This design comes from an exercise in tuning for a short achievable clock period and few clock cycles on the open sky130 flow, not from production work. The RTL was checked by simulation tests, not by an equivalence proof against the original design. Power and IR drop assume default switching activity.

--- design/flow/run.sh ---
#!/bin/bash
# synth_recipe.tcl (not shown) runs the flow's synth.tcl, then flattens the netlist and writes it again
# the make line also repeats each setting of config.mk as NAME=value (left out here)
make -C /OpenROAD-flow-scripts/flow DESIGN_CONFIG=/design/flow/config.mk WORK_HOME=/design/flow/orfs CLKGATE_MAP_FILE= SYNTH_SCRIPT=/design/flow/synth_recipe.tcl finish
--- design/flow/config.mk ---
export PLATFORM = sky130hd
export DESIGN_NAME = riscv
export DESIGN_NICKNAME = riscv
export VERILOG_FILES = /design/flow/design.v
export SDC_FILE = /design/flow/constraint.sdc
export NUM_CORES = 4
export LEC_CHECK = 0
export ABC_CLOCK_PERIOD_IN_PS = 2500
export CAP_MARGIN = 20
export CORE_MARGIN = 2
export CORE_UTILIZATION = 40
export SETUP_SLACK_MARGIN = 5
export SLEW_MARGIN = 20
--- design/flow/constraint.sdc ---
create_clock -name core_clock -period 8.0 [get_ports {clk}]
set_input_delay 1.6000 -clock core_clock [delete_from_list [all_inputs] [get_ports {clk}]]
set_output_delay 1.6000 -clock core_clock [all_outputs]
set_load 0.01 [all_outputs]
--- design/flow/design.v ---
module riscv (
    input wire clk,
    input wire rst,   
    input  wire [31:0] inst_i,
    output wire [31:0] inst_addr_o,
    output wire        inst_ce_o,
    input  wire [31:0] data_i,
    output wire        data_we_o,
    output wire        data_ce_o,
    output wire [31:0] data_addr_o,
    output wire [31:0] data_o
);
    reg  [31:0] f_pc;
    reg         f_run;
    reg         d_valid;
    reg  [31:0] d_inst;
    reg  [31:0] d_pc;
    reg  [31:0] d_pc4;
    reg         x_valid;
    reg         x_wen;
    reg         x_load;
    reg         x_store;
    reg         x_br;
    reg         x_jalr;
    reg         x_pred;
    reg  [4:0]  x_rd;
    reg  [31:0] x_a, x_b, x_s, x_pre, x_alt;
    reg         x_fwda, x_fwdb, x_fwds;
    reg         x_add, x_sub, x_sll, x_slt, x_sltu, x_xor, x_srl, x_sra, x_or, x_and, x_selpre;
    reg         x_beq, x_bne, x_blt, x_bge, x_bltu, x_bgeu;
    reg         m_wen;
    reg         m_load;
    reg         m_store;
    reg  [4:0]  m_rd;
    reg  [31:0] m_res;
    reg  [31:0] m_sdata;
    reg  [31:0] rf [1:31];
    wire [31:0] wb_data = m_load ? data_i : m_res;
    assign data_addr_o = m_res;
    assign data_o      = m_sdata;
    assign data_we_o   = m_store;
    assign data_ce_o   = m_store | m_load;
    always @(posedge clk) begin
        if (m_wen) rf[m_rd] <= wb_data;
    end
    wire [4:0] op  = d_inst[6:2];
    wire       ok  = d_inst[1:0] == 2'b11;
    wire [2:0] f3  = d_inst[14:12];
    wire       i30 = d_inst[30];
    wire [4:0] rs1 = d_inst[19:15];
    wire [4:0] rs2 = d_inst[24:20];
    wire [4:0] rd  = d_inst[11:7];
    wire is_op    = ok && op == 5'b01100;
    wire is_opimm = ok && op == 5'b00100;
    wire is_load  = ok && op == 5'b00000;
    wire is_store = ok && op == 5'b01000;
    wire is_br    = ok && op == 5'b11000;
    wire is_lui   = ok && op == 5'b01101;
    wire is_auipc = ok && op == 5'b00101;
    wire is_jal   = ok && op == 5'b11011;
    wire is_jalr  = ok && op == 5'b11001;
    wire use_rs1 = is_op | is_opimm | is_load | is_store | is_br | is_jalr;
    wire use_rs2 = is_op | is_store | is_br;
    wire use_imm = is_opimm | is_load | is_store | is_jalr;
    wire writes  = (is_op | is_opimm | is_load | is_lui | is_auipc | is_jal | is_jalr) && rd != 5'd0;
    wire [31:0] imm_i = {{20{d_inst[31]}}, d_inst[31:20]};
    wire [31:0] imm_s = {{20{d_inst[31]}}, d_inst[31:25], d_inst[11:7]};
    wire [31:0] imm_b = {{20{d_inst[31]}}, d_inst[7], d_inst[30:25], d_inst[11:8], 1'b0};
    wire [31:0] imm_u = {d_inst[31:12], 12'b0};
    wire [31:0] imm_j = {{12{d_inst[31]}}, d_inst[19:12], d_inst[20], d_inst[30:21], 1'b0};
    wire [31:0] imm_alu = is_store ? imm_s : imm_i;
    wire [31:0] imm_pc  = is_jal ? imm_j : (is_br ? imm_b : imm_u);
    wire [31:0] d_target = d_pc + imm_pc;
    wire [31:0] rf1 = (rs1 == 5'd0) ? 32'd0 : rf[rs1];
    wire [31:0] rf2 = (rs2 == 5'd0) ? 32'd0 : rf[rs2];
    wire [31:0] rs1_val = (m_wen && m_rd == rs1) ? wb_data : rf1;
    wire [31:0] rs2_val = (m_wen && m_rd == rs2) ? wb_data : rf2;
    wire load_use = d_valid && x_valid && x_load &&
                    ((use_rs1 && x_rd == rs1) || (use_rs2 && x_rd == rs2));
    wire d_pred   = is_jal | (is_br & d_inst[31]);
    wire d_redir  = d_valid && d_pred && !load_use;
    wire [31:0] a = x_fwda ? m_res : x_a;
    wire [31:0] b = x_fwdb ? m_res : x_b;
    wire [31:0] s = x_fwds ? m_res : x_s;
    wire [31:0] sum  = a + b;
    wire [31:0] diff = a - b;
    wire        eq   = a == b;
    wire        ltu  = a < b;
    wire        lt   = (a[31] ^ b[31]) ? a[31] : ltu;
    wire signed [31:0] a_s = a;
    wire [31:0] shl  = a << b[4:0];
    wire [31:0] shr  = a >> b[4:0];
    wire [31:0] sha  = a_s >>> b[4:0];
    wire [31:0] result =
        ({32{x_add}}    & sum) |
        ({32{x_sub}}    & diff) |
        ({32{x_sll}}    & shl) |
        ({32{x_slt}}    & {31'd0, lt}) |
        ({32{x_sltu}}   & {31'd0, ltu}) |
        ({32{x_xor}}    & (a ^ b)) |
        ({32{x_srl}}    & shr) |
        ({32{x_sra}}    & sha) |
        ({32{x_or}}     & (a | b)) |
        ({32{x_and}}    & (a & b)) |
        ({32{x_selpre}} & x_pre);
    wire taken = (x_beq & eq) | (x_bne & ~eq) | (x_blt & lt) | (x_bge & ~lt) |
                 (x_bltu & ltu) | (x_bgeu & ~ltu);
    wire x_mispred = x_valid & x_br & (taken ^ x_pred);
    wire x_jr      = x_valid & x_jalr;
    wire x_redir   = x_mispred | x_jr;
    wire [31:0] x_target = x_jr ? {sum[31:1], 1'b0} : x_alt;
    assign inst_addr_o = f_pc;
    assign inst_ce_o   = f_run;
    wire [31:0] f_pc4 = f_pc + 32'd4;
    always @(posedge clk or posedge rst) begin
        if (rst) begin
            f_pc  <= 32'd0;
            f_run <= 1'b0;
        end else begin
            f_run <= 1'b1;
            if (x_redir)
                f_pc <= x_target;
            else if (load_use || !f_run)
                f_pc <= f_pc;
            else if (d_redir)
                f_pc <= d_target;
            else
                f_pc <= f_pc4;
        end
    end
    always @(posedge clk or posedge rst) begin
        if (rst) begin
            d_valid <= 1'b0;
        end else if (x_redir) begin
            d_valid <= 1'b0;
        end else if (!load_use) begin
            d_valid <= f_run && !d_redir;
        end
    end
    always @(posedge clk) begin
        if (!load_use) begin
            d_inst <= inst_i;
            d_pc   <= f_pc;
            d_pc4  <= f_pc4;
        end
    end
    always @(posedge clk or posedge rst) begin
        if (rst) begin
            x_valid <= 1'b0;
        end else begin
            x_valid <= d_valid && !load_use && !x_redir;
        end
    end
    wire fwd_ok = x_valid && x_wen && !x_load;
    always @(posedge clk) begin
        x_wen   <= writes;
        x_load  <= is_load;
        x_store <= is_store;
        x_br    <= is_br;
        x_jalr  <= is_jalr;
        x_pred  <= d_pred;
        x_rd    <= rd;
        x_a     <= rs1_val;
        x_b     <= use_imm ? imm_alu : rs2_val;
        x_s     <= rs2_val;
        x_pre   <= is_lui ? imm_u : (is_auipc ? d_target : d_pc4);
        x_alt   <= d_pred ? d_pc4 : d_target;
        x_fwda  <= fwd_ok && x_rd == rs1;
        x_fwdb  <= fwd_ok && x_rd == rs2 && !use_imm;
        x_fwds  <= fwd_ok && x_rd == rs2;
        x_add   <= ((is_op & ~i30) | is_opimm) & f3 == 3'b000 | is_load | is_store;
        x_sub   <= is_op & i30 & f3 == 3'b000;
        x_sll   <= (is_op | is_opimm) & f3 == 3'b001;
        x_slt   <= (is_op | is_opimm) & f3 == 3'b010;
        x_sltu  <= (is_op | is_opimm) & f3 == 3'b011;
        x_xor   <= (is_op | is_opimm) & f3 == 3'b100;
        x_srl   <= (is_op | is_opimm) & f3 == 3'b101 & ~i30;
        x_sra   <= (is_op | is_opimm) & f3 == 3'b101 & i30;
        x_or    <= (is_op | is_opimm) & f3 == 3'b110;
        x_and   <= (is_op | is_opimm) & f3 == 3'b111;
        x_selpre <= is_lui | is_auipc | is_jal | is_jalr;
        x_beq   <= f3 == 3'b000;
        x_bne   <= f3 == 3'b001;
        x_blt   <= f3 == 3'b100;
        x_bge   <= f3 == 3'b101;
        x_bltu  <= f3 == 3'b110;
        x_bgeu  <= f3 == 3'b111;
    end
    always @(posedge clk or posedge rst) begin
        if (rst) begin
            m_wen   <= 1'b0;
            m_load  <= 1'b0;
            m_store <= 1'b0;
        end else begin
            m_wen   <= x_valid & x_wen;
            m_load  <= x_valid & x_load;
            m_store <= x_valid & x_store;
        end
    end
    always @(posedge clk) begin
        m_rd    <= x_rd;
        m_res   <= result;
        m_sdata <= s;
    end
endmodule
==> results.py, run 1 <==
metrics = {
    "run_status": {
        "status": "complete, no violations",
    },
    "cts": {
        "cts_tree": "yes",
        "path_clk_slew_ns": 0.06,
        "cts.sinks": 1394,
        "cts_htree_levels": 4,
        "hold_buffers": 0,
        "cts.root.buffer_cell": "clkbuf_16",
        "numCtsBuffers": 152,
        "clock_latency_ns": 0.84,
        "cts_buffer_depth": 3,
    },
    "route": {
        "routedWlPerCell_um": 34.0,
        "routed_via_density": 6.36,
        "drt-initial-drc-count": 6469,
        "drt-pass1-iter-count": 8,
        "vias": 51127,
        "ant_nets": 0,
        "totalWireLength_um": 274000,
        "remaining_drc_errors": 0,
    },
    "power_and_ir_drop": {
        "ir_worst_vdd_v": 0.000217,
        "leakage_nw": 31.3,
        "p_per_area_nw_per_um2": 238,
    },
    "global_routing": {
        "antenna_found_initial": 5,
        "grtUsageTotal_pct": 29.5,
        "grt_first_pass_wirelength_um": 378000,
        "overflow": 0,
        "grt_pass1_vias": 49881,
        "grt_max_degree": 69,
    },
    "sta": {
        "setup_viol": 0,
        "hold_violations": 0,
        "slew_headroom_pct": 31.9,
        "finalMaxSlewViolations": 0,
        "tns_ns": 0,
        "fin_crit_sh_pct": 53.9,
        "max_freq_ghz": 0.232,
        "period_needed_ns": 4.31,
        "setup_slack_ns": 3.69,
        "worst_pin_slew_ns": 1.02,
        "rsz0062_at_grt": "true",
        "fin_skew_ns": 0.0401,
    },
    "placement": {
        "post-place-ws_ns": 1.98,
        "place_hpwl_um": 159000,
        "placed_area_um2": 75600,
        "gp_congestion": 0.980,
        "io_buffers": 164,
    },
    "floorplan": {
        "core_area_um2": 176000,
        "io_pins": 165,
        "die_area_um2": 181000,
        "std_cell_rows": 154,
        "initial_core_util_pct": 40.3,
        "die_y_um": 425,
        "die_w_um": 425,
    },
    "synthesis": {
        "synth_nets": 5297,
        "synthArstFlopShare_pct": 2.73,
        "ys_ff_latch": 1394,
        "syn_area_um2": 70900,
        "synth_cell_types": 89,
        "synth_cells": 5092,
        "synth-edff-count": 1086,
        "ys_warn_count": 1,
        "avgSynthCellArea_um2": 13.9,
        "synth_flop_cell": "edfxtp_1",
        "synth-seq-area-share_pct": 54.9,
    },
    "final_layout": {
        "layout_commonest_cell": "edfxtp_1",
        "design_area_um2": 89200,
        "nets": 5778,
        "final_cell_mix": "edfxtp_1, mux4_2, buf_4, nand2_1, nor2_1",
        "multi_input_comb_area_um2": 33900,
        "syn_to_final_growth_pct": 25.8,
        "seqCellArea_um2": 39200,
        "finalCoreUtilization_pct": 50.7,
        "fillers": 14609,
        "drive_above_1_share_pct": 36.5,
    },
    "critical_path": {
        "slowest_stage": "a221o_2",
        "cp.required_ns": 8.71,
        "critPathMostFrequentCell": "buf_12",
        "worstSetupPathType": "register to register",
        "cp_data_arrival_time_ns": 5.02,
        "endpoint_kind": "register",
        "cpPeakStageDelay_ns": 0.47,
        "crit_chain": "buf_12 -> mux2i_4 -> buf_12 -> ha_4 -> nor2b_4 -> or3_4 -> a221o_2 -> a221oi_4 -> buf_4 -> o2bb2ai_4 -> mux2_4 -> and3_4 -> nor3_4 -> buf_12 -> buf_8 -> nand3_1 -> a32o_1",
        "cp_max_fo": 8,
        "worstSetupStartpointType": "register",
    },
    "min_path": {
        "hp-class": "register to register",
    },
    "flow_run": {
        "max-cap-violations": 0,
    },
}
[logic make-up after synthesis]
kind of cell	Yosys count	share of synthesized area [%]
AO/OA/AOI/OAI	1052	9.75
buffers and inverters	529	2.88
XOR/XNOR	110	1.36
multiplexers	917	22.7
flip-flops	1394	54.9
other	1	0.00529
AND/OR/NAND/NOR	950	5.85
adder cells (fa/ha/maj)	139	2.48
[area by class of cell]
class | count | area share (%)
tap | 2340 | 3.28
sequential | 1394 | 43.9
inverter | 153 | 0.703
timing repair inverter | 6 | 0.0505
antenna | 3 | 0.00842
multi-input combinational | 3172 | 38.0
clock buffer | 191 | 4.57
clock inverter | 89 | 1.07
timing repair buffer | 694 | 8.36
[metal layers]
layer	GRT usage [%]	part of all wire, %	vias to the layer above
li1	-	-	21123
met1	35.7	36	26318
met2	48.0	48	2954
met3	6.04	8.5	728
met4	19.0	7.5	4
met5	0	0.0091	-
[per-stage QoR]
stage               power (mW)  hold WS [ns]  std cells
floorplan                 11.1         0.373       5092
global placement          12.7         0.390       7327
detailed placement        12.7         0.382       7328
CTS                       20.8         0.392       7910
global route              21.8         0.407       8039
finish                    21.3         0.392       8042
[critical path, delay by kind of cell, from the launching register on]
family	cells	cell delay [ns]
flip-flops	1	0.36
AND/OR/NAND/NOR	5	0.93
buffers and inverters	5	0.76
adder cells (fa/ha/maj)	1	0.29
multiplexers	2	0.55
AO/OA/AOI/OAI	4	1.28
[worst paths after layout]
path	from	depth (start not counted)	to	slack [ns]
max in group asynchronous	rst	2	f_run	5.95
min in group asynchronous	rst	2	f_pc[13]	1.31
hold reg to reg	x_rd[1]	0	m_rd[1]	0.39
setup / recovery	x_fwdb	17	f_pc[22]	3.69
hold / removal	x_rd[1]	0	m_rd[1]	0.39
setup reg to reg	x_fwdb	17	f_pc[22]	3.69
[Yosys cell counts (119+ instances only)]
master	n	share of area, %
a211oi_1	119	1.3
a21oi_1	258	1.8
clkbuf_1	278	1.5
dfxtp_1	270	7.6
edfxtp_1	1086	46
ha_1	136	2.4
inv_1	144	0.76
mux2i_1	317	4.5
mux4_2	549	17
nand2_1	336	1.8
nor2_1	350	1.9
o21ai_0	205	1.4
[power breakdown]
group / switching (mW) / internal, mW
registers: 0.419 / 8.44
logic: 3.06 / 2.13
clock network: 3.07 / 4.13
[registers in the layout, indices dropped and copies added (netlist names), 5 cells and up, named ones only]
signal and count:
rf 992, d_inst 32, d_pc 32, f_pc 32, m_res 32, m_sdata 32, x_a 32, x_alt 32
x_b 32, x_pre 32, x_s 32, d_pc4 30, m_rd 5, x_rd 5
[what timing repair did]
action / CTS / global route
pin swaps: 133 / 130
resized for setup: 1172 / 259
endpoints found under the setup margin: 536 / 444
buffers inserted: 276 / 115
gates cloned: 26 / 14
Testbench counts, summed over its fixed seeds: cycles 54,883.
==> run 2: changes to the inputs <==
--- a/design/flow/config.mk
+++ b/design/flow/config.mk
@@ -7,3 +7,2 @@
 export LEC_CHECK = 0
-export ABC_CLOCK_PERIOD_IN_PS = 2500
 export CAP_MARGIN = 20
@@ -11,3 +10,2 @@
 export CORE_UTILIZATION = 40
-export SETUP_SLACK_MARGIN = 5
 export SLEW_MARGIN = 20
==> results.py, run 2 <==
metrics = {
    "min_path": {
        "hp-class": "register to register",
    },
    "cts": {
        "cts_htree_levels": 4,
        "hold_buffers": 0,
        "cts_buffer_depth": 3,
        "cts.sinks": 1394,
        "clock_latency_ns": 0.84,
        "path_clk_slew_ns": 0.06,
        "cts-resized-gates": 0,
        "cts_setup_buffers": 0,
        "cts.root.buffer_cell": "clkbuf_16",
        "cts_tree": "yes",
        "numCtsBuffers": 151,
    },
    "flow_run": {
        "max-cap-violations": 0,
    },
    "final_layout": {
        "layout_commonest_cell": "edfxtp_1",
        "final_cell_mix": "edfxtp_1, mux4_2, nand2_1, nor2_1, mux2i_1",
        "largest_reg_flops": 992,
        "nets": 5358,
        "drive_above_1_share_pct": 19.9,
        "fillers": 15584,
        "finalCoreUtilization_pct": 45.6,
        "syn_to_final_growth_pct": 13.3,
        "top_register": "rf",
    },
    "global_routing": {
        "grtUsageTotal_pct": 27.3,
        "antenna_found_initial": 8,
        "overflow": 0,
        "grt_pass1_vias": 47494,
        "grt_max_degree": 111,
        "grt_first_pass_wirelength_um": 352000,
    },
    "sta": {
        "worst_pin_slew_ns": 1.26,
        "tns_ns": 0,
        "fin_crit_sh_pct": 76.3,
        "setup_viol": 0,
        "max_freq_ghz": 0.164,
        "worst_hold_slack_ns": 0.397,
        "slew_headroom_pct": 15.3,
        "setup_slack_ns": 1.90,
        "hold_violations": 0,
        "finalMaxSlewViolations": 0,
        "period_needed_ns": 6.10,
        "rsz0062_at_grt": "false",
        "fin_skew_ns": 0.0494,
    },
    "synthesis": {
        "synth_compound_area_share_pct": 9.75,
        "synth_area_leaders": "edfxtp_1, mux4_2, dfxtp_1, mux2i_1, ha_1",
        "synthAdderAreaFrac_pct": 2.48,
        "ys_warn_count": 1,
        "ys_ff_latch": 1394,
        "syn_area_um2": 70900,
        "synthTopCellsByCount": "edfxtp_1, mux4_2, nor2_1",
        "synth_nets": 5297,
        "synthArstFlopShare_pct": 2.73,
        "yosysTopAreaCellShare_pct": 46.0,
        "synth_flop_cell": "edfxtp_1",
        "synth_cells": 5092,
        "synthMuxAreaShare_pct": 22.7,
        "synth_top_area_cell": "edfxtp_1",
        "synthXorXnorAreaFrac_pct": 1.36,
        "synth-seq-area-share_pct": 54.9,
        "synth_cell_types": 89,
        "synth_top_family_by_area": "multiplexers",
        "synth-edff-count": 1086,
        "synthSimpleGateAreaFrac_pct": 5.85,
        "avgSynthCellArea_um2": 13.9,
        "yosysMostFrequentCell": "edfxtp_1",
    },
    "critical_path": {
        "cp_data_arrival_time_ns": 6.89,
        "crit_chain": "mux2i_1 -> ha_1 -> nor4_2 -> nand3_1 -> nor4_1 -> mux2i_1 -> and3b_1 -> mux2_4 -> nand3_1 -> nand3_1 -> nor2_1 -> a22o_1",
        "critPathMostFrequentCell": "nand3_1",
        "slowest_stage": "dfxtp_2",
        "worst-path-buf-inv": 0,
        "cp.required_ns": 8.78,
        "worstSetupPathType": "register to register",
        "r2r_slack_ns": 1.90,
        "cp_max_fo": 23,
        "cpPeakStageDelay_ns": 1.09,
        "endpoint_kind": "register",
        "worstSetupStartpointType": "register",
        "cp_top_family": "simple AND/OR/NAND/NOR gates",
    },
    "power_and_ir_drop": {
        "p_sw_share_pct": 30.0,
        "p_per_area_nw_per_um2": 244,
        "power_mw": 19.6,
        "p_clk_share_pct": 35.9,
        "leakage_nw": 27.8,
        "p_sw_mw": 5.88,
        "intPower_mw": 13.7,
        "ir_worst_vdd_v": 0.000220,
        "power_frac_comb_pct": 18.7,
        "power_frac_seq_pct": 45.4,
    },
    "floorplan": {
        "core_area_um2": 176000,
        "initial_core_util_pct": 40.3,
        "die_w_um": 425,
        "die_y_um": 425,
        "io_pins": 165,
        "die_area_um2": 181000,
        "std_cell_rows": 154,
    },
    "placement": {
        "io_buffers": 164,
        "place_hpwl_um": 162000,
        "post-place-ws_ns": 2.11,
        "gp_congestion": 0.989,
    },
    "route": {
        "drt-initial-drc-count": 5770,
        "totalWireLength_um": 250000,
        "routedWlPerCell_um": 32.8,
        "routed_via_density": 6.28,
        "ant_nets": 0,
        "remaining_drc_errors": 0,
        "drt-pass1-iter-count": 6,
        "vias": 47831,
    },
    "run_status": {
        "status": "complete, no violations",
    },
}
## run 2: changes by cell type in the layout (fill, tap and decap cells not counted), moves of 56 or more
cell | before | now
clkdlybuf4s50_1 | 65 | 164
a21oi_1 | 201 | 257
o21ai_0 | 130 | 204
buf_4 | 367 | 113
ha_1 | 77 | 136
mux2i_1 | 221 | 312
buf_6 | 122 | 0
## run 2: path summary, 6_finish.rpt
check                           startpoint  endpoint  depth (start not counted)
worst max-delay path                x_fwdb   f_pc[5]                         12
min in group asynchronous              rst   f_pc[9]                          2
max in group asynchronous              rst    m_load                          2
worst min-delay path               x_rd[3]   m_rd[3]                          0
worst min register to register     x_rd[3]   m_rd[3]                          0
worst max register to register      x_fwdb   f_pc[5]                         12
## run 2: per-layer routing
| metal | global-route usage (%) | share of wire (%) | up-vias |
|---|---|---|---|
| met5 | 0 | 0.0092 | - |
| met4 | 14.4 | 6.0 | 4 |
| met3 | 5.32 | 8.0 | 584 |
| met2 | 44.3 | 48 | 2417 |
| li1 | - | - | 20219 |
| met1 | 34.6 | 38 | 24607 |
## run 2: power groups by stage
stage	sequential (mW)	clock, mW	combinational, mW
global route	8.93	7.43	3.89
global placement	9.07	0	3.59
CTS	8.91	7.17	3.61
detailed placement	9.06	0	3.59
finish	8.92	7.05	3.66
floorplan	8.76	0	2.27
## run 2: through the flow
step / instance area (µm²) / std cells
6_report: 80400 / 7618
5_1_grt: 80400 / 7616
4_1_cts: 80400 / 7616
3_5_place_dp: 75400 / 7340
3_3_place_gp: 75400 / 7340
2_1_floorplan: 70900 / 5092
## run 2: final cells by class
type,count,area [µm²],share of cell area [%]
flip-flops and latches,1394,39000,48.5
multi-input cells,3169,30300,37.7
clock buffers,189,4090,5.09
well taps,2340,2930,3.64
repair buffers,284,2630,3.27
clock inverters,87,865,1.08
inverters,153,574,0.715
diodes,2,5.00,0.00623
## run 2: cell families after synthesis
logic type | Yosys count
flip-flops | 1394
AO/OA/AOI/OAI | 1052
AND/OR/NAND/NOR | 950
multiplexers | 917
buffers and inverters | 529
adder cells (fa/ha/maj) | 139
XOR/XNOR | 110
other | 1

==> port drivers added, routing unchanged <==
Ports are ideal in the flow. The routed layouts listed here were re-timed in OpenROAD.
Step 1, drivers: a clkbuf_16 drives clk and a buf_2 each remaining input, both assumed.
Step 2 moves the port delays by t, midway between the first and last clock arrival at a register: inputs arrive t later, outputs are due t later. That takes back most of the time a late clock gives input paths.
Three values: no drivers, after step 1, after step 2; two values: the first two.
run	t (ns)	slack for setup (ns)	worst hold slack (ns)	worst setup path after step 2	worst slew at a driven data input, ns
run 1	0.909	3.690 / 3.690 / 3.690	0.392 / 0.392 / 0.392	register to register	0.05
run 2	0.909	1.896 / 1.896 / 1.896	0.397 / 0.397 / 0.397	register to register	0.07
After both steps setup and hold are still met in every run listed.
